From an optimization exercise on the open Yosys and OpenROAD flow, aimed at a short achievable clock period and few clock cycles; shortcuts taken in it are not production practice. Function was checked by simulation only, so behaviour that the tests miss may differ from the original. No activity file was given, so power comes from the tool's default toggle rates.

==> flow/design.v <==
module pc_adder(a,b,c);
  input [31:0]a,b;
  output [31:0]c;
  assign c=a+b;
endmodule
module ALU(A,B,Result,ALUControl,OverFlow,Carry,Zero,Negative);
    input [31:0]A,B;
    input [2:0]ALUControl;
    output Carry,OverFlow,Zero,Negative;
    output [31:0]Result;
    wire Cout;
    wire [31:0]Sum;
    assign {Cout,Sum} = (ALUControl[0] == 1'b0) ? A + B :
                                          (A + ((~B)+1)) ;
    assign Result = (ALUControl == 3'b000) ? Sum :
                    (ALUControl == 3'b001) ? Sum :
                    (ALUControl == 3'b010) ? A & B :
                    (ALUControl == 3'b011) ? A | B :
                    (ALUControl == 3'b101) ? {{31{1'b0}},(Sum[31])} : {32{1'b0}};
    assign OverFlow = ((Sum[31] ^ A[31]) & 
                      (~(ALUControl[0] ^ B[31] ^ A[31])) &
                      (~ALUControl[1]));
    assign Carry = ((~ALUControl[1]) & Cout);
    assign Zero = &(~Result);
    assign Negative = Result[31];
endmodule
module alu_decoder (ALUOp,op,ALUControl,Funct3,Funct7);
  input [6:0] op,Funct7;
  input [1:0]ALUOp;
  input [2:0]Funct3;
  output [2:0] ALUControl;
  wire [1:0] concat;
  assign concat = {op[5],Funct7[5]};
  assign ALUControl = 
     (ALUOp == 2'b00) ? 3'b000:
     (ALUOp == 2'b01) ? 3'b001:
    ((ALUOp == 2'b10) & (Funct3 == 3'b010)) ? 3'b101 :
    ((ALUOp == 2'b10) & (Funct3 == 3'b110)) ? 3'b011 :
    ((ALUOp == 2'b10) & (Funct3 == 3'b111)) ? 3'b010 :
    ((ALUOp == 2'b10) & (Funct3 == 3'b000) & (concat == 2'b11)) ? 3'b001 :
    ((ALUOp == 2'b10) & (Funct3 == 3'b000) & (concat != 2'b11)) ? 3'b000 :3'b000;
    endmodule
module and_gate (a,b,c);
  input a,b;
  output c;
  assign c = a & b;
endmodule
module Main_Decoder(op,RegWrite,ImmSrc,ALUSrc,MemWrite,ResultSrc,Branch,ALUOp,PCSrc,Zero);
  input Zero;
  input [6:0]op;
    output RegWrite,ALUSrc,MemWrite,ResultSrc,Branch,PCSrc;
    output [1:0]ImmSrc,ALUOp;
  assign RegWrite = ((op == 7'b0000011) | (op  == 7'b0110011)) |(op == 7'b0010011) ? 1'b1 : 1'b0 ;
 assign MemWrite = (op == 7'b0100011) ? 1'b1 : 1'b0 ;
  assign ALUSrc = ((op == 7'b0000011) | (op  == 7'b0100011) | (op  == 7'b0010011)) ? 1'b1 : 1'b0 ;
 assign Branch = (op == 7'b1100011) ? 1'b1 : 1'b0 ;
 assign ResultSrc = (op == 7'b0000011) ? 1'b1 : 1'b0 ;
  assign ImmSrc = (op == 7'b0100011) ? 2'b01 : (op == 7'b1100011) ? 2'b10 : (op == 7'b0000011) | (op == 7'b0010011) ? 2'b00 :2'b00 ;
  assign ALUOp = (op == 7'b0110011) | (op == 7'b0010011) ? 2'b10 : (op == 7'b1100011) ? 2'b01 : 2'b00;
  assign  PCSrc = Zero & Branch;
  endmodule
module control_unit(op,RegWrite,ImmSrc,ALUSrc,MemWrite,ResultSrc,Branch,PCSrc,Zero,ALUControl,Funct3,Funct7);
  input [6:0]op,Funct7;
                    input Zero;
  input [2:0]Funct3;
    output RegWrite,ALUSrc,MemWrite,ResultSrc,Branch,PCSrc;
    output [1:0]ImmSrc;
    output [2:0]ALUControl;
 wire [1:0]ALUOp;
 Main_Decoder main_dec(.op(op)
             ,.RegWrite(RegWrite)
             ,.ImmSrc(ImmSrc)
             ,.ALUSrc(ALUSrc)
             ,.MemWrite(MemWrite)
             ,.ResultSrc(ResultSrc)
             ,.Branch(Branch)
             ,.ALUOp(ALUOp)
             ,.PCSrc(PCSrc)
             ,.Zero(Zero));
alu_decoder alu_dec (.ALUOp(ALUOp)
             ,.op(op)
             ,.ALUControl(ALUControl)
             ,.Funct3(Funct3)
             ,.Funct7(Funct7));                    
endmodule
module MUX (a,b,c,s);
  input [31:0]a,b;
  input s;
  output [31:0]c;
  assign c = (~s) ? a : b;
endmodule
module Program_Counter(clk,reset,pc_next,pc_out);
  input clk,reset;
  input [31:0] pc_next;
  output reg [31:0] pc_out;
  always @(posedge clk) begin
    if(reset) begin
      pc_out<=32'b0;
    end
    else begin
    pc_out<=pc_next;
    end
  end
endmodule
module register_file(clk,reset,A1,A2,A3,WD3,WE3,RD1,RD2);
  input [4:0] A1,A2,A3;
  input clk,reset,WE3;
  input [31:0] WD3;
  output [31:0] RD1,RD2;
  reg [31:0] Reg [31:0];
  always@(posedge clk) begin
    if(WE3 && (A3 != 5'd0)) begin
        Reg[A3] <= WD3;
      end
  end
  assign RD1 = (reset || (A1 == 5'd0)) ? 32'b0 : Reg[A1];
  assign RD2 = (reset || (A2 == 5'd0)) ? 32'b0 : Reg[A2];
endmodule
module sign_extend(in,out,ImmSrc);
  input [31:0] in;
  input [1:0] ImmSrc;
  output [31:0] out;
  assign out = (ImmSrc == 2'b00 ) ? {{20{in[31]}},in[31:20]} :( ImmSrc == 2'b01) ? {{20{in[31]}},in[31:25],in[11:7]}: 
    (ImmSrc == 2'b10) ? {{20{in[31]}},in[7],in[30:25],in[11:8],1'b0} :
    ({20{in[31:0]}});
endmodule
module top(clk,reset,imem_addr,imem_rdata,dmem_addr,dmem_wdata,dmem_we,dmem_rdata);
  input clk,reset;
  output [31:0] imem_addr;
  input [31:0] imem_rdata;
  output [31:0] dmem_addr;
  output [31:0] dmem_wdata;
  output dmem_we;
  input [31:0] dmem_rdata;
  localparam NBTB = 4;
  localparam BTBW = 2;                     
  reg [31:0] pc_f;                           
  reg [31:0] pc_n;                           
  wire [31:0] pc_i = ~pc_n;
  reg        x_valid, x_pred;
  reg [31:0] x_ir, x_imm, x_pc, x_pc4;
  reg [31:0] x_ralo, x_rahi, x_rblo, x_rbhi;   
  reg [31:0] x_sa, x_sb;                       
  reg        x_isr, x_isi, x_islw, x_issw, x_isbr, x_rseq, x_rdnz;
  reg [4:0]  x_sel;                        
  reg        x_ap, x_am, x_aw, x_az, x_alo, x_ahi, x_as;
  reg        x_bp, x_bm, x_bw, x_bz, x_blo, x_bhi, x_bs;
  reg        x_om, x_ow, x_oz, x_olo, x_ohi, x_os, x_oi;
  reg        m_rw, m_load, m_we, m_late, m_pa, m_pb;
  reg [4:0]  m_sel;
  reg [4:0]  m_rd;
  reg [31:0] m_res, m_addr, m_wdata, m_a, m_b;    
  reg        w_rw;
  reg [4:0]  w_rd;
  reg [31:0] w_val;
  reg [31:0] z_val;
  reg [31:0] rf [1:31];
  reg [NBTB-1:0] btb_v;
  reg [31:0] btb_pc  [0:NBTB-1];
  reg [31:0] btb_tgt [0:NBTB-1];
  reg [BTBW-1:0] btb_ptr;
  reg        bi_ins, bi_rm;                
  reg [BTBW-1:0] bi_idx;
  reg [31:0] bi_pc, bi_tgt;
  assign imem_addr  = pc_f;
  assign dmem_addr  = m_addr;
  assign dmem_wdata = m_wdata;
  assign dmem_we    = m_we;
  wire [4:0] rs1 = x_ir[19:15];
  wire [4:0] rs2 = x_ir[24:20];
  wire [4:0] rd  = x_ir[11:7];
  wire pm1 = x_ap;
  wire pm2 = x_bp;
  wire [31:0] a   = ({32{x_am}} & m_res) | ({32{x_aw}} & w_val) | ({32{x_az}} & z_val) |
                    ({32{x_alo}} & x_ralo) | ({32{x_ahi}} & x_rahi) | ({32{x_as}} & x_sa);
  wire [31:0] b   = ({32{x_bm}} & m_res) | ({32{x_bw}} & w_val) | ({32{x_bz}} & z_val) |
                    ({32{x_blo}} & x_rblo) | ({32{x_bhi}} & x_rbhi) | ({32{x_bs}} & x_sb);
  wire [31:0] opb = ({32{x_om}} & m_res) | ({32{x_ow}} & w_val) | ({32{x_oz}} & z_val) |
                    ({32{x_olo}} & x_rblo) | ({32{x_ohi}} & x_rbhi) | ({32{x_os}} & x_sb) |
                    ({32{x_oi}} & x_imm);
  wire late  = x_valid & (x_isr | x_isi) & (pm1 | (x_isr & pm2));
  wire stall = x_valid & (((x_islw | x_issw) & pm1) | (x_issw & pm2 & m_late) |
                          (x_isbr & (pm1 | pm2) & ~x_rseq));
  wire go    = x_valid & ~stall;
  wire [31:0] res, sum;
  rv_xalu alu_x (.as({x_am, x_aw, x_az, x_alo, x_ahi, x_as}),
                 .os({x_om, x_ow, x_oz, x_olo, x_ohi, x_os, x_oi}),
                 .m(m_res), .w(w_val), .z(z_val), .ralo(x_ralo), .rahi(x_rahi), .sa(x_sa),
                 .rblo(x_rblo), .rbhi(x_rbhi), .sb(x_sb), .imm(x_imm),
                 .sel(x_sel), .res(res), .sum(sum));
  wire taken    = x_isbr & (a == b);
  wire redirect = go & (taken ^ x_pred);
  wire [31:0] x_btgt = x_pc + {{20{x_ir[31]}}, x_ir[7], x_ir[30:25], x_ir[11:8], 1'b0};
  wire [31:0] redir_pc = taken ? x_btgt : x_pc4;
  wire [31:0] la = m_pa ? w_val : m_a;
  wire [31:0] lb = m_pb ? w_val : m_b;
  wire [31:0] lres;
  rv_alu alu_m (.a(la), .b(lb), .sel(m_sel), .res(lres), .sum());
  wire [31:0] fi = imem_rdata;
  wire [6:0]  fop = fi[6:0];
  wire [2:0]  ff3 = fi[14:12];
  wire [4:0]  frs1 = fi[19:15];
  wire [4:0]  frs2 = fi[24:20];
  wire f_isr  = (fop == 7'b0110011);
  wire f_isi  = (fop == 7'b0010011);
  wire f_islw = (fop == 7'b0000011);
  wire f_issw = (fop == 7'b0100011);
  wire f_isbr = (fop == 7'b1100011);
  wire f_alu  = f_isr | f_isi;
  wire [4:0] f_sel;
  assign f_sel[2] = f_alu & (ff3 == 3'b010);
  assign f_sel[3] = f_alu & (ff3 == 3'b110);
  assign f_sel[4] = f_alu & (ff3 == 3'b111);
  assign f_sel[1] = f_isr & (ff3 == 3'b000) & fi[30];
  assign f_sel[0] = ~(f_sel[1] | f_sel[2] | f_sel[3] | f_sel[4]);
  wire [31:0] f_imm = f_issw ? {{20{fi[31]}}, fi[31:25], fi[11:7]}
                             : {{20{fi[31]}}, fi[31:20]};
  function [31:0] rdlo(input [3:0] ad);
    rdlo = (ad == 4'd0) ? 32'd0 : rf[{1'b0, ad}];
  endfunction
  function [31:0] rdhi(input [3:0] ad);
    rdhi = rf[{1'b1, ad}];
  endfunction
  wire nm_rw   = go & (x_isr | x_isi | x_islw) & x_rdnz;
  wire nm_pend = x_islw | late;
  wire nm1 = nm_rw & (rd == frs1);
  wire nm2 = nm_rw & (rd == frs2);
  wire nw1 = m_rw & (m_rd == frs1);
  wire nw2 = m_rw & (m_rd == frs2);
  wire nz1 = w_rw & (w_rd == frs1);
  wire nz2 = w_rw & (w_rd == frs2);
  wire nr1 = ~nm1 & ~nw1 & ~nz1;
  wire nr2 = ~nm2 & ~nw2 & ~nz2;
  wire hw1 = m_rw & (m_rd == rs1);
  wire hw2 = m_rw & (m_rd == rs2);
  wire [31:0] f_pc4  = pc_i + 32'd4;
  reg hit;
  reg [31:0] hit_tgt;
  integer k;
  always @* begin
    hit = 1'b0; hit_tgt = 32'd0;
    for (k = 0; k < NBTB; k = k + 1)
      if (btb_v[k] && btb_pc[k] == pc_i) begin hit = 1'b1; hit_tgt = btb_tgt[k]; end
  end
  wire f_pred = hit;
  wire [31:0] f_next = hit ? hit_tgt : f_pc4;
  reg xhit;
  reg [BTBW-1:0] xidx;
  always @* begin
    xhit = 1'b0; xidx = 0;
    for (k = 0; k < NBTB; k = k + 1)
      if (btb_v[k] && btb_pc[k] == x_pc) begin xhit = 1'b1; xidx = k; end
  end
  wire btb_ins = go & x_isbr & taken & ~xhit & ~x_pred;
  always @(posedge clk) begin
    if (reset) begin
      pc_f <= 32'd0; pc_n <= 32'hffffffff;
      x_valid <= 1'b0; x_pred <= 1'b0;
      m_rw <= 1'b0; m_load <= 1'b0; m_we <= 1'b0; m_late <= 1'b0;
      w_rw <= 1'b0;
      btb_v <= 0; btb_ptr <= 0;
      bi_ins <= 1'b0; bi_rm <= 1'b0;
    end else begin
      if (redirect) begin
        pc_f <= redir_pc; pc_n <= ~redir_pc;
        x_valid <= 1'b0; x_pred <= 1'b0;
      end else if (!stall) begin
        pc_f <= f_next; pc_n <= ~f_next;
        x_valid <= 1'b1; x_pred <= f_pred;
      end
      m_rw   <= nm_rw;
      m_load <= go & x_islw;
      m_we   <= go & x_issw;
      m_late <= late;
      w_rw   <= m_rw;
      bi_ins <= btb_ins;
      bi_rm  <= go & x_isbr & ~taken & xhit;
      if (bi_ins) begin
        btb_v[btb_ptr] <= 1'b1;
        btb_ptr <= btb_ptr + 1'b1;
      end else if (bi_rm) begin
        btb_v[bi_idx] <= 1'b0;
      end
    end
    if (stall) begin
      x_sa <= a; x_sb <= b;
      x_ap <= 1'b0; x_am <= 1'b0; x_aw <= hw1; x_az <= 1'b0;
      x_alo <= 1'b0; x_ahi <= 1'b0; x_as <= ~hw1;
      x_bp <= 1'b0; x_bm <= 1'b0; x_bw <= hw2; x_bz <= 1'b0;
      x_blo <= 1'b0; x_bhi <= 1'b0; x_bs <= ~hw2;
      x_om <= 1'b0; x_ow <= x_isr & hw2; x_oz <= 1'b0;
      x_olo <= 1'b0; x_ohi <= 1'b0; x_os <= x_isr & ~hw2; x_oi <= ~x_isr;
    end else begin
      x_ir <= fi; x_pc <= pc_i; x_pc4 <= f_pc4;
      x_ralo <= rdlo(frs1[3:0]); x_rahi <= rdhi(frs1[3:0]);
      x_rblo <= rdlo(frs2[3:0]); x_rbhi <= rdhi(frs2[3:0]);
      x_imm <= f_imm;
      x_isr <= f_isr; x_isi <= f_isi; x_islw <= f_islw; x_issw <= f_issw; x_isbr <= f_isbr;
      x_rseq <= (frs1 == frs2); x_rdnz <= (fi[11:7] != 5'd0);
      x_sel <= f_sel;
      x_ap <= nm1 & nm_pend; x_am <= nm1 & ~nm_pend;
      x_aw <= ~nm1 & nw1;    x_az <= ~nm1 & ~nw1 & nz1;
      x_alo <= nr1 & ~frs1[4]; x_ahi <= nr1 & frs1[4]; x_as <= 1'b0;
      x_bp <= nm2 & nm_pend; x_bm <= nm2 & ~nm_pend;
      x_bw <= ~nm2 & nw2;    x_bz <= ~nm2 & ~nw2 & nz2;
      x_blo <= nr2 & ~frs2[4]; x_bhi <= nr2 & frs2[4]; x_bs <= 1'b0;
      x_om <= f_isr & nm2 & ~nm_pend; x_ow <= f_isr & ~nm2 & nw2;
      x_oz <= f_isr & ~nm2 & ~nw2 & nz2;
      x_olo <= f_isr & nr2 & ~frs2[4]; x_ohi <= f_isr & nr2 & frs2[4];
      x_os <= 1'b0; x_oi <= ~f_isr;
    end
    m_rd <= rd; m_res <= res;
    m_addr <= sum;
    m_wdata <= pm2 ? dmem_rdata : b;
    m_a <= a; m_b <= opb; m_pa <= pm1; m_pb <= x_isr & pm2; m_sel <= x_sel;
    w_rd <= m_rd;
    w_val <= m_late ? lres : m_load ? dmem_rdata : m_res;
    z_val <= w_val;
    bi_idx <= xidx; bi_pc <= x_pc; bi_tgt <= x_btgt;
    if (bi_ins) begin
      btb_pc[btb_ptr] <= bi_pc;
      btb_tgt[btb_ptr] <= bi_tgt;
    end
    if (w_rw) rf[w_rd] <= w_val;
  end
endmodule
module rv_alu(a, b, sel, res, sum);
  input  [31:0] a, b;
  input  [4:0]  sel;
  output [31:0] res, sum;
  function [31:0] ks_add;
    input [31:0] x, y;
    input cin;
    reg [31:0] p, g, pp, gg, ng, np;
    integer i, l, d;
    begin
      p = x ^ y;
      g = x & y;
      gg = g;
      gg[0] = g[0] | (p[0] & cin);
      pp = p;
      for (l = 0; l < 5; l = l + 1) begin
        d = 1 << l;
        ng = gg; np = pp;
        for (i = 0; i < 32; i = i + 1)
          if (i >= d) begin
            ng[i] = gg[i] | (pp[i] & gg[i-d]);
            np[i] = pp[i] & pp[i-d];
          end
        gg = ng; pp = np;
      end
      ks_add = p ^ {gg[30:0], cin};
    end
  endfunction
  wire [31:0] sum_add = ks_add(a, b, 1'b0);
  wire [31:0] sum_sub = ks_add(a, ~b, 1'b1);
  assign sum = sum_add;
  assign res = ({32{sel[0]}} & sum_add) | ({32{sel[1]}} & sum_sub) |
               {31'd0, sel[2] & sum_sub[31]} |
               ({32{sel[3]}} & (a | b)) | ({32{sel[4]}} & (a & b));
endmodule
module rv_xalu(as, os, m, w, z, ralo, rahi, sa, rblo, rbhi, sb, imm, sel, res, sum);
  input  [5:0]  as;
  input  [6:0]  os;
  input  [31:0] m, w, z, ralo, rahi, sa, rblo, rbhi, sb, imm;
  input  [4:0]  sel;
  output [31:0] res, sum;
  wire [31:0] a = ({32{as[5]}} & m) | ({32{as[4]}} & w) | ({32{as[3]}} & z) |
                  ({32{as[2]}} & ralo) | ({32{as[1]}} & rahi) | ({32{as[0]}} & sa);
  wire [31:0] b = ({32{os[6]}} & m) | ({32{os[5]}} & w) | ({32{os[4]}} & z) |
                  ({32{os[3]}} & rblo) | ({32{os[2]}} & rbhi) | ({32{os[1]}} & sb) |
                  ({32{os[0]}} & imm);
  rv_alu alu (.a(a), .b(b), .sel(sel), .res(res), .sum(sum));
endmodule
==> flow/flow/run.sh <==
#!/bin/bash
set -uo pipefail
bash standard.sh SETUP_SLACK_MARGIN=8.6 finish > flow_standard.log 2>&1
==> flow/standard.sh <==
#!/bin/bash
# synth_recipe.tcl (not shown) runs the flow's synth.tcl, then flattens the netlist and writes it again
# the make line also repeats each setting of config.mk as NAME=value (left out here)
make -C /OpenROAD-flow-scripts/flow DESIGN_CONFIG=/design/flow/config.mk WORK_HOME=/design/flow/orfs CLKGATE_MAP_FILE= SYNTH_SCRIPT=/design/flow/synth_recipe.tcl "${@:-finish}"
==> flow/config.mk <==
export PLATFORM = sky130hd
export DESIGN_NAME = top
export DESIGN_NICKNAME = top
export VERILOG_FILES = /design/flow/design.v
export SDC_FILE = /design/flow/constraint.sdc
export NUM_CORES = 4
export LEC_CHECK = 0
export ABC_CLOCK_PERIOD_IN_PS = 3000
export CAP_MARGIN = 20
export CORE_MARGIN = 2
export CORE_UTILIZATION = 40
export SLEW_MARGIN = 20
export SYNTH_HIERARCHICAL = 1
==> flow/constraint.sdc <==
create_clock -name core_clock -period 12.0 [get_ports {clk}]
set_input_delay 2.4000 -clock core_clock [delete_from_list [all_inputs] [get_ports {clk}]]
set_output_delay 2.4000 -clock core_clock [all_outputs]
set_load 0.01 [all_outputs]
==> results by group <==
Detailed routing
  – Routed wire length: around 400 mm
  – Number of remaining DRC errors: 0
  – Final antenna-violating net count: 0
  – Initial drt markers: 11700
  – Via count: 73300
  – Via density: between 6 and 7
  – DR pass1 iterations: 15
  – WL per Instance: 35.0 µm

Power
  – Logic pwr share: 18.4%
  – Switch Pwr: 5.24 mW
  – Internal power: 12.8 mW
  – Clk network pwr share: a little over a third
  – Sw frac: 29.1%
  – Peak supply drop: approximately 150 µV
  – Seq pwr share: 45.6%
  – LEAKAGE: 42.8 nW
  – PD cells: about 150 nW/µm²

Timing
  – Relative slew slack: between 10% and 20%
  – Setup Skew: 117 ps
  – RSZ-0062 raised after global routing: yes
  – Finish-stage setup viols: 0
  – Max-slew violations: 0
  – Maximum achievable frequency: approximately 260 MHz
  – Tcrit/Tclk final: about a third
  – Total Negative Setup Slacks: 0 ps
  – Tmin final: approximately 3800 ps
  – Worst Tran Pin Value: 1230 ps
  – Final Hold Viols: 0
  – Fin worst setup slack: 8170 ps
  – Min Hold Slack: 379 ps

Placed design
  – Placed cell count: 10100
  – I/O Buffers: 162
  – Pre-CTS setup slack: 5940 ps
  – Final GP Congestion: 0.977
  – Post-DP HPWL: 231 mm
  – Dpl cell area: 102000 µm²

Global route
  – Initial antenna violation count: 28
  – Global Route Usage Sum: 30.1%
  – First-pass GRT wire length: ~530 mm
  – Maximum number of pins on one net before global-route repair: 66
  – Vias in the first global route: just under 70000
  – GR Overflow Total: 0

Die
  – I/O pins: 163
  – Total number of placement rows: 180
  – Core ar.: 240000 µm²
  – Die H: 495 µm
  – Die footprint: about 250000 µm²
  – Initial core utilization: 40.2%
  – Chip Width: 495 µm

Outcome
  – Status: timing/DRC/antenna clean

Layout
  – Most frequent cells in the layout: edfxtp_1 (1537), buf_4 (483), mux4_2 (440)
  – Fillers: roughly 20000
  – Fraction of layout cells with a size suffix above 1: 33.6%
  – Most common cell after layout, fill and taps aside: edfxtp_1
  – Fin nets: 8066
  – Design Area, Final: 121000 µm²
  – Finished Layout Cells: around 11000
  – Synthesis-to-finish area growth: 25.7%

CTS
  – CTS clk-pin slew, worst paths: ~60 ps
  – Clk latency of the worst-skew pair: about 900 ps
  – CTS root buf: clkbuf_16
  – CTS tree: yes
  – Clk buf depth: 3
  – CTS HTree Levels: 4
  – Clock sink count: 1943
  – CTS buffer count: around 210

Worst hold path
  – Hold_sp: x_sel[3]$_DFFE_PN_
  – HP Class: reg -> reg

Logic synthesis
  – Cell Area, Synth: 96500 µm²
  – Syn Inst Count: 7107
  – Avg Cell Area, Syn: 13.6 µm²
  – Syn Nets: 7407
  – Synth Warn #: 8

Critical path
  – Kind of critical path: reg -> reg
  – Critical Path Fanout Max: 3
  – Worst reg2reg setup slack: 8170 ps
  – Required @ worst endpoint: 12770 ps
  – Critical Path AT: 4600 ps
  – CP Capture Type: flip-flop
  – R2r startpoint: x_rbhi[0]$_DFFE_PN_
  – Crit path from: x_rbhi[0]$_DFFE_PN_
  – Critical path launch point type: flip-flop

Job
  – Max Cap Violations: 0
[worst max-delay path, stage by stage, from the launching register on]
cell and delay (ps):
edfxtp_1 380, buf_6 170, a222oi_1 370, nand3_1 180, buf_4 180, buf_6 110
ha_4 170, buf_6 120, nor3_4 230, o311ai_4 150, a21oi_2 180, buf_6 140
o41ai_4 60, buf_6 160, buf_12 120, o31ai_4 210, buf_12 160, a21boi_2 50
a221o_1 320, a21o_1 200
[stage by stage]
step | utilization, % | total power, mW
6_report | 50.5 | 18.0
5_1_grt | 50.5 | 18.4
4_1_cts | 48.8 | 17.6
3_5_place_dp | 42.5 | 10.6
3_3_place_gp | 42.5 | 10.6
2_1_floorplan | - | 9.53
[worst paths after layout]
| check | to | depth (start not counted) |
|---|---|---|
| max | m_res[27]$_DFF_P_ | 19 |
| min reg2reg | m_sel[3]$_DFF_P_ | 0 |
| max reg2reg | m_res[27]$_DFF_P_ | 19 |
| min | m_sel[3]$_DFF_P_ | 0 |
[final cells by class]
class / count / area [µm²] / share of cell area, %
Inverter: 271 / 1090 / 0.898
Clock inverter: 121 / 1350 / 1.11
Clock buffer: 260 / 5460 / 4.50
Antenna cell: 9 / 22.5 / 0.0186
Tap cell: 3185 / 3990 / 3.28
Timing Repair Buffer: 943 / 10800 / 8.93
Sequential cell: 1943 / 54500 / 44.9
Multi-Input combinational cell: 4401 / 44100 / 36.3
[flip-flops by register name (all words and copies together), names as in the netlist, 22 cells and up]
signal   count
rf         992
btb_pc     128
btb_tgt    124
bi_tgt      32
m_a         32
m_addr      32
m_b         32
m_res       32
m_wdata     32
pc_f        32
pc_n        32
w_val       32
x_pc        32
x_rahi      32
x_ralo      32
x_rbhi      32
x_rblo      32
x_sa        32
x_sb        32
z_val       32
bi_pc       31
x_pc4       30
x_ir        22
[power groups by stage]
stage               Clock, mW  Sequential [mW]  Combinational, mW
floorplan                   0             8.30               1.23
global placement            0             8.36               2.26
detailed placement          0             8.37               2.27
CTS                      6.52             8.16               2.91
global route             6.78             8.20               3.43
finish                   6.48             8.21               3.32
[layer usage]
| metal | track usage, % | routed length [µm] |
|---|---|---|
| met5 | 0 | 316 |
| met4 | 11.8 | 18400 |
| met3 | 10.2 | 53700 |
| met2 | 44.9 | 170000 |
| met1 | 40.3 | 147000 |
[what timing repair did]
item                        CTS  global route
setup buffers               351           191
setup endpoints to repair   522           384
hold buffers                  0             0
pin swaps                   226           242
gates resized for setup    1427           425
gates cloned                 48            23
Testbench counts, summed over its fixed seeds: cycles 159,399.

## afterwards: timing with drivers on the ports
The results above use ideal ports. As a check the final layout listed here was re-extracted and re-timed, cells and wires unchanged.
Step 1 (the two cells are an assumption about what drives the block):
set clk [get_ports {clk}]
set_driving_cell -lib_cell sky130_fd_sc_hd__clkbuf_16 $clk
set_driving_cell -lib_cell sky130_fd_sc_hd__buf_2 [delete_from_list [all_inputs] $clk]
Step 2 moves the port delays by t, midway between the first and last clock arrival at a register: inputs arrive t later, outputs are due t later. That takes back most of the time a late clock gives input paths.
a / b / c = ideal ports / drivers / drivers and shift; a / b = the first two.
t, ns: 0.931
slack for setup (ns): 8.169 / 8.105 / 7.447
hold slack, ns: 0.379 / 0.379 / 0.379
After both steps setup and hold are still met in this run. The setup slack of this run moves by -0.064 ns with the drivers and by -0.722 ns with both steps.
